From an optimization exercise on the open Yosys and OpenROAD flow, aimed at small area; shortcuts taken in it are not production practice.
Only simulation tests tie the RTL to the original design; equivalence was not proved.

==> flow/design.v, too long to show whole: its modules and the start of the top module <==
// module mac_fa: 4 lines
// module mac_ha: 4 lines
// module mac_unit_Parallel_128_clk: 3719 lines
module mac_unit_Parallel_128_clk
#(
    parameter DATA_WIDTH    = 8,
    parameter VEC_LENGTH    = 16,
	parameter ACC_WIDTH     = DATA_WIDTH + 16,
	parameter RESULT_WIDTH  = 2*DATA_WIDTH
) (
	input  logic                             clk,
	input  logic                             reset,
	input  logic                             mul_en,
	input  logic                             acc_en,
	input  logic                             load_accum,
	input  logic [VEC_LENGTH*DATA_WIDTH-1:0] act,
	input  logic [VEC_LENGTH*DATA_WIDTH-1:0] w_in,
	input  logic signed [ACC_WIDTH-1:0]      accum_prev,
	output logic signed [RESULT_WIDTH-1:0]   result
);
  // ...
==> flow/flow/run.sh <==
#!/bin/bash
set -euo pipefail
export BUFFER_PORTS_ARGS="-buffer_cell sky130_fd_sc_hd__buf_1"
export REMOVE_ABC_BUFFERS=1
export CTS_ARGS="-sink_clustering_enable -repair_clock_nets -dont_use_dummy_load -sink_clustering_size 12 -sink_clustering_max_diameter 80 -buf_list {sky130_fd_sc_hd__clkbuf_4 sky130_fd_sc_hd__clkbuf_8}"

rm -rf myscripts
cp -r "$FLOW_HOME/scripts" myscripts
cp flow/abc_area.script myscripts/abc_area.script
sed "s|^make -C |make SCRIPTS_DIR=$PWD/myscripts -C |" standard.sh > synth_custom.sh
bash synth_custom.sh synth > synth.log 2>&1
bash standard.sh > standard.log 2>&1
==> flow/flow/abc_area.script <==
strash
dch -f
amap
topo
==> flow/standard.sh <==
#!/bin/bash
# synth_recipe.tcl (not shown) runs the flow's synth.tcl, then flattens the netlist and writes it again
# the make line also repeats each setting of config.mk as NAME=value (left out here)
make -C /OpenROAD-flow-scripts/flow DESIGN_CONFIG=/design/flow/config.mk WORK_HOME=/design/flow/orfs CLKGATE_MAP_FILE= SYNTH_SCRIPT=/design/flow/synth_recipe.tcl "${@:-finish}"
==> flow/config.mk <==
export PLATFORM = sky130hd
export DESIGN_NAME = mac_unit_Parallel_128_clk
export DESIGN_NICKNAME = mac_unit_Parallel_128_clk
export VERILOG_FILES = /design/flow/design.v
export SDC_FILE = /design/flow/constraint.sdc
export NUM_CORES = 4
export LEC_CHECK = 0
export ABC_AREA = 1
export CAP_MARGIN = 20
export CORE_MARGIN = 2
export CORE_UTILIZATION = 60
export CTS_BUF_LIST = sky130_fd_sc_hd__clkbuf_4 sky130_fd_sc_hd__clkbuf_8
export GPL_TIMING_DRIVEN = 0
export SETUP_SLACK_MARGIN = 0.15
export SLEW_MARGIN = 20
export SYNTH_HIERARCHICAL = 1
export SYNTH_MINIMUM_KEEP_SIZE = 0
==> flow/constraint.sdc <==
create_clock -name core_clock -period 8.0 [get_ports {clk}]
set_input_delay 1.6000 -clock core_clock [delete_from_list [all_inputs] [get_ports {clk}]]
set_output_delay 1.6000 -clock core_clock [all_outputs]
set_load 0.01 [all_outputs]
==> impl_metrics.xml, run 1 <==
<?xml version="1.0" encoding="UTF-8"?>
<metrics>
  <group name="outcome">
    <metric name="status" unit="">finished clean</metric>
  </group>
  <group name="hold_path">
    <metric name="min_from" unit="">q0[3]</metric>
  </group>
  <group name="floorplanning">
    <metric name="die_height" unit="um">226</metric>
    <metric name="n_tap_cell" unit="">664</metric>
    <metric name="row_count" unit="">81</metric>
  </group>
  <group name="worst_setup_path">
    <metric name="worstSetupPathType" unit="">input port to register</metric>
    <metric name="reg2reg_slack" unit="ns">0.87</metric>
    <metric name="reg2regPathDepth" unit="">14</metric>
    <metric name="timing.critical_path.depth" unit="">23</metric>
    <metric name="crit_top_cell" unit="">ha_1</metric>
    <metric name="worst_ep_required_time" unit="ns">8.53</metric>
  </group>
  <group name="cells_and_area">
    <metric name="largest_reg_flops" unit="">128</metric>
    <metric name="non_clk_invs" unit="">211</metric>
    <metric name="largestRegisters" unit="">a_r: 128 flops, acc_r: 24 flops, t_r: 20 flops</metric>
    <metric name="diodes" unit="">3</metric>
    <metric name="num-nets-final" unit="">4273</metric>
  </group>
  <group name="synth">
    <metric name="synth_xor_xnor_area_share" unit="">0</metric>
    <metric name="ys_seq_elements" unit="">207</metric>
    <metric name="most_used_standard_cell_by_instance_count_after_synthesis" unit="">fa_1</metric>
    <metric name="post_synth_and_or_nand_nor_area_fraction" unit="">0.101</metric>
  </group>
  <group name="global_routing">
    <metric name="grt_util_met1" unit="">0.546</metric>
  </group>
  <group name="placement">
    <metric name="place_worst_setup_slack" unit="ns">-0.163</metric>
    <metric name="hpwlAfterDp" unit="mm">86.0</metric>
  </group>
  <group name="timing">
    <metric name="grt_setup_unrepaired" unit="">no</metric>
    <metric name="hold_ws" unit="ns">0.433</metric>
  </group>
  <group name="clocking">
    <metric name="ctsResizeCount" unit="">0</metric>
    <metric name="post-cts-setup-buffers" unit="">0</metric>
  </group>
  <group name="detailed_routing">
    <metric name="drt-met1-wl" unit="mm">37.9</metric>
    <metric name="drt_first_iter_violations" unit="">2992</metric>
  </group>
</metrics>
==> inputs of run 2 (changes only) <==
--- a/flow/design.v
+++ b/flow/design.v
@@ -3049,17 +3049,17 @@
 	mac_fa u_s1239 (.a(s1225), .b(s1227), .c(c1118), .s(s1239), .co(c1240));
 	mac_fa u_s1241 (.a(c1120), .b(s1229), .c(s1231), .s(s1241), .co(c1242));
 	mac_fa u_s1243 (.a(c1122), .b(c1124), .c(s1233), .s(s1243), .co(c1244));
 	mac_fa u_s1245 (.a(s1235), .b(s1237), .c(c1126), .s(s1245), .co(c1246));
 	mac_fa u_s1247 (.a(s1239), .b(c1128), .c(s1241), .s(s1247), .co(c1248));
 	mac_fa u_s1249 (.a(c1130), .b(s1243), .c(c1132), .s(s1249), .co(c1250));
 	mac_fa u_s1251 (.a(s1245), .b(s1247), .c(c1134), .s(s1251), .co(c1252));
 	mac_fa u_s1253 (.a(s1249), .b(c1136), .c(s1251), .s(s1253), .co(c1254));
-	mac_ha u_s1255 (.a(c1138), .b(s1253), .s(s1255), .co(c1256));
+	mac_fa u_s1255 (.a(c1138), .b(s1253), .c(c1140), .s(s1255), .co(c1256));
 	mac_fa u_s1257 (.a(p11), .b(p21), .c(p31), .s(s1257), .co(c1258));
 	mac_fa u_s1259 (.a(pn40), .b(p41), .c(p59), .s(s1259), .co(c1260));
 	mac_fa u_s1261 (.a(p69), .b(p79), .c(pn88), .s(s1261), .co(c1262));
 	mac_fa u_s1263 (.a(p89), .b(p107), .c(p117), .s(s1263), .co(c1264));
 	mac_fa u_s1265 (.a(p127), .b(pn136), .c(p137), .s(s1265), .co(c1266));
 	mac_fa u_s1267 (.a(p155), .b(p165), .c(p175), .s(s1267), .co(c1268));
 	mac_fa u_s1269 (.a(pn184), .b(p185), .c(p203), .s(s1269), .co(c1270));
 	mac_fa u_s1271 (.a(p213), .b(p223), .c(pn232), .s(s1271), .co(c1272));
@@ -3442,18 +3442,18 @@
 	assign q0_d[2] = s875;
 	assign q1_d[2] = 1'b0;
 	assign q0_d[3] = s949;
 	assign q1_d[3] = 1'b0;
 	assign q0_d[4] = s1033;
 	assign q1_d[4] = 1'b0;
 	assign q0_d[5] = s1139;
 	assign q1_d[5] = 1'b0;
-	assign q0_d[6] = c1140;
-	assign q1_d[6] = s1255;
+	assign q0_d[6] = s1255;
+	assign q1_d[6] = 1'b0;
 	assign q0_d[7] = c1256;
 	assign q1_d[7] = s1391;
 	assign q0_d[8] = c1392;
 	assign q1_d[8] = s1521;
 	assign q0_d[9] = c1522;
 	assign q1_d[9] = s1633;
 	assign q0_d[10] = c1634;
 	assign q1_d[10] = s1735;
@@ -3561,19 +3561,19 @@
 	wire as2081;
 	wire ac2082;
 	wire as2083;
 	wire ac2084;
 	wire as2085;
 	wire ac2086;
 	wire as2087;
 	wire ac2088;
-	wire as2089;
-	wire ac2090;
-	wire ab2091;
+	wire ab2089;
+	wire as2090;
+	wire ac2091;
 	wire as2092;
 	wire ac2093;
 	wire as2094;
 	wire ac2095;
 	wire as2096;
 	wire ac2097;
 	wire as2098;
 	wire ac2099;
@@ -3594,125 +3594,122 @@
 	wire as2114;
 	wire ac2115;
 	wire as2116;
 	wire ac2117;
 	wire as2118;
 	wire ac2119;
 	wire as2120;
 	wire ac2121;
-	wire as2122;
-	wire ac2123;
 	wire [23:0] acc_in, acc_sum;
 	wire [19:0] t_in;
 	wire take_t = acc_en & ~reset & ~t_zero;
 	wire take_prev = acc_en & load_accum & ~reset;
 	wire keep_acc = ~(acc_en & load_accum) & ~reset;
 	assign t_in = take_t ? t_r : 20'd0;
 	assign acc_in = ({24{take_prev}} & accum_prev) | ({24{keep_acc}} & acc_r);
-	mac_ha u_as2015 (.a(q0[6]), .b(q1[6]), .s(as2015), .co(ac2016));
-	mac_fa u_as2017 (.a(q0[7]), .b(q1[7]), .c(ac2016), .s(as2017), .co(ac2018));
-	mac_fa u_as2019 (.a(q0[8]), .b(q1[8]), .c(ac2018), .s(as2019), .co(ac2020));
-	mac_fa u_as2021 (.a(q0[9]), .b(q1[9]), .c(ac2020), .s(as2021), .co(ac2022));
-	mac_fa u_as2023 (.a(q0[10]), .b(q1[10]), .c(ac2022), .s(as2023), .co(ac2024));
-	mac_fa u_as2025 (.a(q0[11]), .b(q1[11]), .c(ac2024), .s(as2025), .co(ac2026));
-	mac_fa u_as2027 (.a(q0[12]), .b(q1[12]), .c(ac2026), .s(as2027), .co(ac2028));
-	mac_fa u_as2029 (.a(q0[13]), .b(q1[13]), .c(ac2028), .s(as2029), .co(ac2030));
-	mac_fa u_as2031 (.a(q0[14]), .b(q1[14]), .c(ac2030), .s(as2031), .co(ac2032));
-	mac_fa u_as2033 (.a(q0[15]), .b(q1[15]), .c(ac2032), .s(as2033), .co(ac2034));
-	mac_fa u_as2035 (.a(q0[16]), .b(q1[16]), .c(ac2034), .s(as2035), .co(ac2036));
-	mac_fa u_as2037 (.a(q0[17]), .b(q1[17]), .c(ac2036), .s(as2037), .co(ac2038));
-	mac_fa u_as2039 (.a(q0[18]), .b(q1[18]), .c(ac2038), .s(as2039), .co(ac2040));
-	mac_ha u_as2041 (.a(1'b1), .b(ac2040), .s(as2041), .co(ac2042));
-	mac_ha u_as2043 (.a(acc_in[0]), .b(t_in[0]), .s(as2043), .co(ac2044));
-	mac_fa u_as2045 (.a(acc_in[1]), .b(t_in[1]), .c(ac2044), .s(as2045), .co(ac2046));
-	mac_fa u_as2047 (.a(acc_in[2]), .b(t_in[2]), .c(ac2046), .s(as2047), .co(ac2048));
-	mac_fa u_as2049 (.a(acc_in[3]), .b(t_in[3]), .c(ac2048), .s(as2049), .co(ac2050));
-	mac_fa u_as2051 (.a(acc_in[4]), .b(t_in[4]), .c(ac2050), .s(as2051), .co(ac2052));
-	mac_fa u_as2053 (.a(acc_in[5]), .b(t_in[5]), .c(ac2052), .s(as2053), .co(ac2054));
-	mac_fa u_as2055 (.a(acc_in[6]), .b(t_in[6]), .c(ac2054), .s(as2055), .co(ac2056));
-	mac_fa u_as2057 (.a(acc_in[7]), .b(t_in[7]), .c(ac2056), .s(as2057), .co(ac2058));
-	mac_ha u_as2059 (.a(acc_in[8]), .b(t_in[8]), .s(as2059), .co(ac2060));
-	mac_fa u_as2061 (.a(acc_in[9]), .b(t_in[9]), .c(ac2060), .s(as2061), .co(ac2062));
-	mac_fa u_as2063 (.a(acc_in[10]), .b(t_in[10]), .c(ac2062), .s(as2063), .co(ac2064));
-	mac_fa u_as2065 (.a(acc_in[11]), .b(t_in[11]), .c(ac2064), .s(as2065), .co(ac2066));
-	mac_fa u_as2067 (.a(acc_in[12]), .b(t_in[12]), .c(ac2066), .s(as2067), .co(ac2068));
-	mac_fa u_as2069 (.a(acc_in[13]), .b(t_in[13]), .c(ac2068), .s(as2069), .co(ac2070));
-	mac_fa u_as2071 (.a(acc_in[14]), .b(t_in[14]), .c(ac2070), .s(as2071), .co(ac2072));
-	mac_fa u_as2073 (.a(acc_in[15]), .b(t_in[15]), .c(ac2072), .s(as2073), .co(ac2074));
-	mac_ha u_as2075 (.a(as2059), .b(ac2058), .s(as2075), .co(ac2076));
+	mac_ha u_as2015 (.a(q0[7]), .b(q1[7]), .s(as2015), .co(ac2016));
+	mac_fa u_as2017 (.a(q0[8]), .b(q1[8]), .c(ac2016), .s(as2017), .co(ac2018));
+	mac_fa u_as2019 (.a(q0[9]), .b(q1[9]), .c(ac2018), .s(as2019), .co(ac2020));
+	mac_fa u_as2021 (.a(q0[10]), .b(q1[10]), .c(ac2020), .s(as2021), .co(ac2022));
+	mac_fa u_as2023 (.a(q0[11]), .b(q1[11]), .c(ac2022), .s(as2023), .co(ac2024));
+	mac_fa u_as2025 (.a(q0[12]), .b(q1[12]), .c(ac2024), .s(as2025), .co(ac2026));
+	mac_fa u_as2027 (.a(q0[13]), .b(q1[13]), .c(ac2026), .s(as2027), .co(ac2028));
+	mac_fa u_as2029 (.a(q0[14]), .b(q1[14]), .c(ac2028), .s(as2029), .co(ac2030));
+	mac_fa u_as2031 (.a(q0[15]), .b(q1[15]), .c(ac2030), .s(as2031), .co(ac2032));
+	mac_fa u_as2033 (.a(q0[16]), .b(q1[16]), .c(ac2032), .s(as2033), .co(ac2034));
+	mac_fa u_as2035 (.a(q0[17]), .b(q1[17]), .c(ac2034), .s(as2035), .co(ac2036));
+	mac_fa u_as2037 (.a(q0[18]), .b(q1[18]), .c(ac2036), .s(as2037), .co(ac2038));
+	mac_ha u_as2039 (.a(1'b1), .b(ac2038), .s(as2039), .co(ac2040));
+	mac_ha u_as2041 (.a(acc_in[0]), .b(t_in[0]), .s(as2041), .co(ac2042));
+	mac_fa u_as2043 (.a(acc_in[1]), .b(t_in[1]), .c(ac2042), .s(as2043), .co(ac2044));
+	mac_fa u_as2045 (.a(acc_in[2]), .b(t_in[2]), .c(ac2044), .s(as2045), .co(ac2046));
+	mac_fa u_as2047 (.a(acc_in[3]), .b(t_in[3]), .c(ac2046), .s(as2047), .co(ac2048));
+	mac_fa u_as2049 (.a(acc_in[4]), .b(t_in[4]), .c(ac2048), .s(as2049), .co(ac2050));
+	mac_fa u_as2051 (.a(acc_in[5]), .b(t_in[5]), .c(ac2050), .s(as2051), .co(ac2052));
+	mac_fa u_as2053 (.a(acc_in[6]), .b(t_in[6]), .c(ac2052), .s(as2053), .co(ac2054));
+	mac_fa u_as2055 (.a(acc_in[7]), .b(t_in[7]), .c(ac2054), .s(as2055), .co(ac2056));
+	mac_ha u_as2057 (.a(acc_in[8]), .b(t_in[8]), .s(as2057), .co(ac2058));
+	mac_fa u_as2059 (.a(acc_in[9]), .b(t_in[9]), .c(ac2058), .s(as2059), .co(ac2060));
+	mac_fa u_as2061 (.a(acc_in[10]), .b(t_in[10]), .c(ac2060), .s(as2061), .co(ac2062));
+	mac_fa u_as2063 (.a(acc_in[11]), .b(t_in[11]), .c(ac2062), .s(as2063), .co(ac2064));
+	mac_fa u_as2065 (.a(acc_in[12]), .b(t_in[12]), .c(ac2064), .s(as2065), .co(ac2066));
+	mac_fa u_as2067 (.a(acc_in[13]), .b(t_in[13]), .c(ac2066), .s(as2067), .co(ac2068));
+	mac_fa u_as2069 (.a(acc_in[14]), .b(t_in[14]), .c(ac2068), .s(as2069), .co(ac2070));
+	mac_fa u_as2071 (.a(acc_in[15]), .b(t_in[15]), .c(ac2070), .s(as2071), .co(ac2072));
+	mac_ha u_as2073 (.a(as2057), .b(ac2056), .s(as2073), .co(ac2074));
+	mac_ha u_as2075 (.a(as2059), .b(ac2074), .s(as2075), .co(ac2076));
 	mac_ha u_as2077 (.a(as2061), .b(ac2076), .s(as2077), .co(ac2078));
 	mac_ha u_as2079 (.a(as2063), .b(ac2078), .s(as2079), .co(ac2080));
 	mac_ha u_as2081 (.a(as2065), .b(ac2080), .s(as2081), .co(ac2082));
 	mac_ha u_as2083 (.a(as2067), .b(ac2082), .s(as2083), .co(ac2084));
 	mac_ha u_as2085 (.a(as2069), .b(ac2084), .s(as2085), .co(ac2086));
 	mac_ha u_as2087 (.a(as2071), .b(ac2086), .s(as2087), .co(ac2088));
-	mac_ha u_as2089 (.a(as2073), .b(ac2088), .s(as2089), .co(ac2090));
-	assign ab2091 = ac2074 | (ac2058 & as2059 & as2061 & as2063 & as2065 & as2067 & as2069 & as2071 & as2073);
-	mac_ha u_as2092 (.a(acc_in[16]), .b(t_in[16]), .s(as2092), .co(ac2093));
-	mac_fa u_as2094 (.a(acc_in[17]), .b(t_in[17]), .c(ac2093), .s(as2094), .co(ac2095));
-	mac_fa u_as2096 (.a(acc_in[18]), .b(t_in[18]), .c(ac2095), .s(as2096), .co(ac2097));
-	mac_fa u_as2098 (.a(acc_in[19]), .b(t_in[19]), .c(ac2097), .s(as2098), .co(ac2099));
-	mac_fa u_as2100 (.a(acc_in[20]), .b(t_in[19]), .c(ac2099), .s(as2100), .co(ac2101));
-	mac_fa u_as2102 (.a(acc_in[21]), .b(t_in[19]), .c(ac2101), .s(as2102), .co(ac2103));
-	mac_fa u_as2104 (.a(acc_in[22]), .b(t_in[19]), .c(ac2103), .s(as2104), .co(ac2105));
-	mac_fa u_as2106 (.a(acc_in[23]), .b(t_in[19]), .c(ac2105), .s(as2106), .co(ac2107));
-	mac_ha u_as2108 (.a(as2092), .b(ab2091), .s(as2108), .co(ac2109));
+	assign ab2089 = ac2072 | (ac2056 & as2057 & as2059 & as2061 & as2063 & as2065 & as2067 & as2069 & as2071);
+	mac_ha u_as2090 (.a(acc_in[16]), .b(t_in[16]), .s(as2090), .co(ac2091));
+	mac_fa u_as2092 (.a(acc_in[17]), .b(t_in[17]), .c(ac2091), .s(as2092), .co(ac2093));
+	mac_fa u_as2094 (.a(acc_in[18]), .b(t_in[18]), .c(ac2093), .s(as2094), .co(ac2095));
+	mac_fa u_as2096 (.a(acc_in[19]), .b(t_in[19]), .c(ac2095), .s(as2096), .co(ac2097));
+	mac_fa u_as2098 (.a(acc_in[20]), .b(t_in[19]), .c(ac2097), .s(as2098), .co(ac2099));
+	mac_fa u_as2100 (.a(acc_in[21]), .b(t_in[19]), .c(ac2099), .s(as2100), .co(ac2101));
+	mac_fa u_as2102 (.a(acc_in[22]), .b(t_in[19]), .c(ac2101), .s(as2102), .co(ac2103));
+	mac_fa u_as2104 (.a(acc_in[23]), .b(t_in[19]), .c(ac2103), .s(as2104), .co(ac2105));
+	mac_ha u_as2106 (.a(as2090), .b(ab2089), .s(as2106), .co(ac2107));
+	mac_ha u_as2108 (.a(as2092), .b(ac2107), .s(as2108), .co(ac2109));
 	mac_ha u_as2110 (.a(as2094), .b(ac2109), .s(as2110), .co(ac2111));
 	mac_ha u_as2112 (.a(as2096), .b(ac2111), .s(as2112), .co(ac2113));
 	mac_ha u_as2114 (.a(as2098), .b(ac2113), .s(as2114), .co(ac2115));
 	mac_ha u_as2116 (.a(as2100), .b(ac2115), .s(as2116), .co(ac2117));
 	mac_ha u_as2118 (.a(as2102), .b(ac2117), .s(as2118), .co(ac2119));
 	mac_ha u_as2120 (.a(as2104), .b(ac2119), .s(as2120), .co(ac2121));
-	mac_ha u_as2122 (.a(as2106), .b(ac2121), .s(as2122), .co(ac2123));
 	assign q_sum[0] = q0[0];
 	assign q_sum[1] = q0[1];
 	assign q_sum[2] = q0[2];
 	assign q_sum[3] = q0[3];
 	assign q_sum[4] = q0[4];
 	assign q_sum[5] = q0[5];
-	assign q_sum[6] = as2015;
-	assign q_sum[7] = as2017;
-	assign q_sum[8] = as2019;
-	assign q_sum[9] = as2021;
-	assign q_sum[10] = as2023;
-	assign q_sum[11] = as2025;
-	assign q_sum[12] = as2027;
-	assign q_sum[13] = as2029;
-	assign q_sum[14] = as2031;
-	assign q_sum[15] = as2033;
-	assign q_sum[16] = as2035;
-	assign q_sum[17] = as2037;
-	assign q_sum[18] = as2039;
-	assign q_sum[19] = as2041;
+	assign q_sum[6] = q0[6];
+	assign q_sum[7] = as2015;
+	assign q_sum[8] = as2017;
+	assign q_sum[9] = as2019;
+	assign q_sum[10] = as2021;
+	assign q_sum[11] = as2023;
+	assign q_sum[12] = as2025;
+	assign q_sum[13] = as2027;
+	assign q_sum[14] = as2029;
+	assign q_sum[15] = as2031;
+	assign q_sum[16] = as2033;
+	assign q_sum[17] = as2035;
+	assign q_sum[18] = as2037;
+	assign q_sum[19] = as2039;
 	assign s_val = q_sum;
-	assign acc_sum[0] = as2043;
-	assign acc_sum[1] = as2045;
-	assign acc_sum[2] = as2047;
-	assign acc_sum[3] = as2049;
-	assign acc_sum[4] = as2051;
-	assign acc_sum[5] = as2053;
-	assign acc_sum[6] = as2055;
-	assign acc_sum[7] = as2057;
-	assign acc_sum[8] = as2075;
-	assign acc_sum[9] = as2077;
-	assign acc_sum[10] = as2079;
-	assign acc_sum[11] = as2081;
-	assign acc_sum[12] = as2083;
-	assign acc_sum[13] = as2085;
-	assign acc_sum[14] = as2087;
-	assign acc_sum[15] = as2089;
-	assign acc_sum[16] = as2108;
-	assign acc_sum[17] = as2110;
-	assign acc_sum[18] = as2112;
-	assign acc_sum[19] = as2114;
-	assign acc_sum[20] = as2116;
-	assign acc_sum[21] = as2118;
-	assign acc_sum[22] = as2120;
-	assign acc_sum[23] = as2122;
+	assign acc_sum[0] = as2041;
+	assign acc_sum[1] = as2043;
+	assign acc_sum[2] = as2045;
+	assign acc_sum[3] = as2047;
+	assign acc_sum[4] = as2049;
+	assign acc_sum[5] = as2051;
+	assign acc_sum[6] = as2053;
+	assign acc_sum[7] = as2055;
+	assign acc_sum[8] = as2073;
+	assign acc_sum[9] = as2075;
+	assign acc_sum[10] = as2077;
+	assign acc_sum[11] = as2079;
+	assign acc_sum[12] = as2081;
+	assign acc_sum[13] = as2083;
+	assign acc_sum[14] = as2085;
+	assign acc_sum[15] = as2087;
+	assign acc_sum[16] = as2106;
+	assign acc_sum[17] = as2108;
+	assign acc_sum[18] = as2110;
+	assign acc_sum[19] = as2112;
+	assign acc_sum[20] = as2114;
+	assign acc_sum[21] = as2116;
+	assign acc_sum[22] = as2118;
+	assign acc_sum[23] = as2120;
 	always @(posedge clk) begin
 		if (reset) begin
 			t_zero <= 1'b1;
 		end else if (acc_en) begin
 			t_zero <= q_zero;
 		end
 	end
 	always @(posedge clk) begin
==> flow/flow/run.sh (replaced) <==
#!/bin/bash
set -euo pipefail
export BUFFER_PORTS_ARGS="-buffer_cell sky130_fd_sc_hd__buf_1"
export REMOVE_ABC_BUFFERS=1
export CTS_ARGS="-sink_clustering_enable -repair_clock_nets -dont_use_dummy_load -sink_clustering_size 16 -sink_clustering_max_diameter 100 -buf_list {sky130_fd_sc_hd__clkbuf_4 sky130_fd_sc_hd__clkbuf_8}"

rm -rf myscripts
cp -r "$FLOW_HOME/scripts" myscripts
cp flow/abc_area.script myscripts/abc_area.script
sed "s|^make -C |make SCRIPTS_DIR=$PWD/myscripts -C |" standard.sh > synth_custom.sh
bash synth_custom.sh synth > synth.log 2>&1
bash standard.sh > standard.log 2>&1
==> run 2 against run 1 <==
Clock-buffer cell count is 5 lower; critical path depth stayed put; final cell count fell by 0.15%; register-to-register slack is essentially flat; via count down 0.48%; critical path type unchanged; first-iteration DRC count up 5.7%; utilization about the same; final area shrank 0.26%; sequential share of layout area barely moved.
==> impl_metrics.xml, run 2 <==
<?xml version="1.0" encoding="UTF-8"?>
<metrics>
  <group name="clocking">
    <metric name="ctsResizeCount" unit="">0</metric>
    <metric name="clkLatencyLatePin" unit="ns">0.60</metric>
    <metric name="cts_htree_levels" unit="">1</metric>
    <metric name="hold_buf_count_cts" unit="">0</metric>
    <metric name="clk_pin_slew" unit="ns">0.10</metric>
    <metric name="cts_root_buffer" unit="">clkbuf_8</metric>
    <metric name="clock_sink_count" unit="">206</metric>
    <metric name="post-cts-setup-buffers" unit="">0</metric>
    <metric name="cts-buffers-inserted" unit="">18</metric>
    <metric name="cts_tree" unit="">built</metric>
    <metric name="cts_buffer_depth" unit="">3</metric>
  </group>
  <group name="cells_and_area">
    <metric name="largest_reg_flops" unit="">128</metric>
    <metric name="largestRegisters" unit="">a_r: 128 flops, acc_r: 24 flops, t_r: 20 flops</metric>
    <metric name="layout.cells.most_common_list" unit="">645 x fa_1, 544 x a21oi_1, 528 x nor2_1, 472 x o22ai_1, 298 x buf_1</metric>
    <metric name="final_core_util" unit="">0.652</metric>
    <metric name="multiInputGateArea" unit="um^2">22800</metric>
    <metric name="stdcell_count" unit="">3970</metric>
    <metric name="max_flop_register" unit="">a_r</metric>
    <metric name="area_delta_synth_final" unit="%">7.51</metric>
    <metric name="layout_commonest_cell" unit="">fa_1</metric>
    <metric name="layout.area.seq" unit="um^2">5920</metric>
    <metric name="post_route_cells_drive_above_1_share" unit="">0.00787</metric>
    <metric name="num-nets-final" unit="">4267</metric>
    <metric name="layout.filler_cells" unit="">3978</metric>
  </group>
  <group name="placement">
    <metric name="numPlacedInstances" unit="">3949</metric>
    <metric name="count_of_port_buffers_added_during_placement" unit="">300</metric>
    <metric name="hpwlAfterDp" unit="mm">85.7</metric>
    <metric name="finalWeightedCongestion" unit="">1.07</metric>
  </group>
  <group name="job">
    <metric name="maxCapViolCount" unit="">0</metric>
  </group>
  <group name="timing">
    <metric name="worst_clock_skew" unit="ns">0.0663</metric>
    <metric name="slew_violations" unit="">0</metric>
    <metric name="hold_ws" unit="ns">0.430</metric>
    <metric name="final_cycle_utilization_of_the_critical_path" unit="">0.948</metric>
    <metric name="hold_viol" unit="">0</metric>
    <metric name="tightest_slew" unit="ns">1.11</metric>
    <metric name="timing.final.crit_period" unit="ns">7.59</metric>
    <metric name="grt_setup_unrepaired" unit="">no</metric>
    <metric name="max_freq" unit="MHz">132</metric>
    <metric name="setup_viol" unit="">0</metric>
    <metric name="timing.max_slew.rel_slack" unit="">0.249</metric>
  </group>
  <group name="global_routing">
    <metric name="grt_pass1_wl" unit="mm">147</metric>
    <metric name="grt_start_max_net_pins" unit="">36</metric>
    <metric name="first_global_vias" unit="">24100</metric>
    <metric name="antenna_found_initial" unit="">3</metric>
    <metric name="gr-usage-all-layers" unit="">0.398</metric>
    <metric name="globalRouteOverflowTotal" unit="">0</metric>
  </group>
  <group name="detailed_routing">
    <metric name="detail_route.wl_per_cell" unit="um">25.2</metric>
    <metric name="routed_via_density" unit="">6.41</metric>
    <metric name="met3_length" unit="mm">10.4</metric>
    <metric name="drt-met1-wl" unit="mm">38.2</metric>
    <metric name="dr_total_vias" unit="">25500</metric>
    <metric name="drtPass1Iterations" unit="">7</metric>
    <metric name="antenna_left" unit="">0</metric>
    <metric name="drt_first_iter_violations" unit="">3162</metric>
    <metric name="detail_route.wirelength" unit="mm">100</metric>
    <metric name="number_of_drc_violations_after_detailed_routing" unit="">0</metric>
    <metric name="met2_length" unit="mm">46.5</metric>
    <metric name="route.top_layer_used" unit="">met5</metric>
  </group>
  <group name="worst_setup_path">
    <metric name="endpoint_kind" unit="">register</metric>
    <metric name="worstSetupPathType" unit="">input port to register</metric>
    <metric name="worst_path_max_delay_cell" unit="">nand2_1</metric>
    <metric name="timing.critical_path.slowest_cell_delay" unit="ns">0.60</metric>
    <metric name="worst_ep_required_time" unit="ns">8.49</metric>
    <metric name="cp_cell_sequence" unit="">buf_2 &gt; nand2_1 &gt; nand2_1 &gt; o22ai_1 &gt; ha_1 &gt; fa_1 &gt; fa_1 &gt; fa_1 &gt; fa_1 &gt; fa_1 &gt; fa_1 &gt; fa_1 &gt; nand3_1 &gt; nor3_1 &gt; or2_0 &gt; ha_1 &gt; ha_1 &gt; ha_1 &gt; ha_1 &gt; ha_1 &gt; ha_1 &gt; ha_1 &gt; ha_1</metric>
    <metric name="critPathMaxFanout" unit="">24</metric>
    <metric name="critPathArrivalTime" unit="ns">8.08</metric>
    <metric name="crit_top_cell" unit="">ha_1</metric>
    <metric name="startpoint_type" unit="">input port</metric>
  </group>
  <group name="floorplanning">
    <metric name="start_util" unit="">0.607</metric>
    <metric name="row_count" unit="">81</metric>
    <metric name="die_width" unit="um">226</metric>
    <metric name="area_of_the_die" unit="um^2">51100</metric>
    <metric name="die_height" unit="um">226</metric>
    <metric name="design.portCount" unit="">301</metric>
    <metric name="core_region_area" unit="um^2">48700</metric>
  </group>
  <group name="synth">
    <metric name="synth.yosys.warnings" unit="">7</metric>
    <metric name="synth_top_flop_cell" unit="">edfxtp_1</metric>
    <metric name="synth-async-reset-ratio" unit="">0</metric>
    <metric name="most_used_standard_cell_by_instance_count_after_synthesis" unit="">fa_1</metric>
    <metric name="synth.largest_area_cell" unit="">fa_1</metric>
    <metric name="synth.yosys.seq_area_share" unit="">0.200</metric>
    <metric name="ys_seq_elements" unit="">206</metric>
    <metric name="synthTopCellsByArea" unit="">fa_1 44%, edfxtp_1 18%, o22ai_1 10%</metric>
    <metric name="synth-edff-count" unit="">179</metric>
    <metric name="synth_common_cells" unit="">645 x fa_1, 544 x a21oi_1, 528 x nor2_1</metric>
    <metric name="yosys.area.top_type_share" unit="">0.437</metric>
    <metric name="unique_masters_post_synth" unit="">21</metric>
    <metric name="synthesis.area" unit="um^2">29600</metric>
    <metric name="syn_inst" unit="">2992</metric>
    <metric name="syn_avg_cell_area" unit="um^2">9.88</metric>
  </group>
  <group name="outcome">
    <metric name="status" unit="">finished clean</metric>
  </group>
  <group name="hold_path">
    <metric name="min-delay-path-class" unit="">register to register</metric>
  </group>
</metrics>
## run 2: cell types whose count changed in the layout (fill, tap and decap cells not counted)
cell      previous run  this run
clkbuf_8            23        18
buf_16               0         1
buf_2                2         3
diode_2              3         2
edfxtp_1           180       179
ha_1                32        31
o21ai_0             49        50
o21ai_1              1         0
## run 2: critical path: cells and delay by family
kind            cells  cell delay (ns)
fa+ha+maj          16             4.72
compound gates      1             0.22
simple gates        5             1.07
buf+inv             1             0.43
## run 2: cell families (layout without fill, tap and decap cells)
family,Yosys count,after routing,synth area share
and+or+nand+nor,751,751,0.101
other,1,7,0.000127
AOI/OAI and AO/OA,1131,1131,0.218
DFF,206,206,0.200
buffers and inverters,227,535,0.0308
adders and majority gates,676,676,0.450
## run 2: final cells by class
cell class,instances,share of cell area
Sequential cell,206,0.186
Clock buffer,18,0.00779
Tap cell,664,0.0261
Timing Repair Buffer,306,0.0390
Multi-Input combinational cell,2563,0.716
Inverter,211,0.0249
Antenna cell,2,0.000157
## run 2: per-stage QoR
stage	TNS [ns]	cell area, um^2	setup WS (ns)
after detailed placement	-0.200	31500	-0.193
after global placement	-6.83	31400	-0.443
final	0	31800	0.414
after global routing	0	31800	0.158
after floorplan	0	29500	0.881
after CTS	0	31800	0.460
## run 2: final timing paths
| path | startpoint | end | slack, ns | depth (start not counted) |
|---|---|---|---|---|
| max | acc_en | acc_r[23] | 0.41 | 23 |
| min | q0[4] | t_r[4] | 0.43 | 0 |
| max reg2reg | a_r[35] | q1[14] | 0.87 | 14 |
| min reg2reg | q0[4] | t_r[4] | 0.43 | 0 |
## run 2: Yosys stat by module, one instance, submodules excluded
module	cells inside	times used
mac_unit_Parallel_128_clk	2316	1
mac_ha	1	31
mac_fa	1	645
## run 2: layer usage
layer | vias up | track usage
met3 | 253 | 0.0744
met2 | 1492 | 0.628
li1 | 11400 | -
met1 | 12300 | 0.550
met5 | - | 0
met4 | 2 | 0.162

==> separate check: timing with driven ports <==
No port has a modelled driver above. Below, the same layouts with a new extraction and two added sets of constraints.
Step 1 sets driving cells, clkbuf_16 on the clock port and buf_2 on the other inputs (assumed; they add their load-dependent delay and slew).
Step 2 also shifts input and output timing later by t, the mid clock arrival at the registers, as if the neighbouring blocks saw the same clock.
a / b / c = no drivers / after step 1 / after step 2; a / b = the first two.
| run | t (ns) | setup slack, ns | worst hold slack (ns) | worst data-port slew with drivers (ns) |
|---|---|---|---|---|
| run 1 | 0.670 | 0.460 / 0.497 / -0.173 | 0.433 / 0.433 / 0.433 | 0.08 |
| run 2 | 0.633 | 0.414 / 0.443 / -0.189 | 0.430 / 0.430 / 0.430 | 0.07 |
With both steps, setup timing fails in run 1 and run 2, where it was met with ideal ports. The setup slack of run 1, which loses most, moves by +0.037 ns with the drivers and by -0.633 ns with both steps.
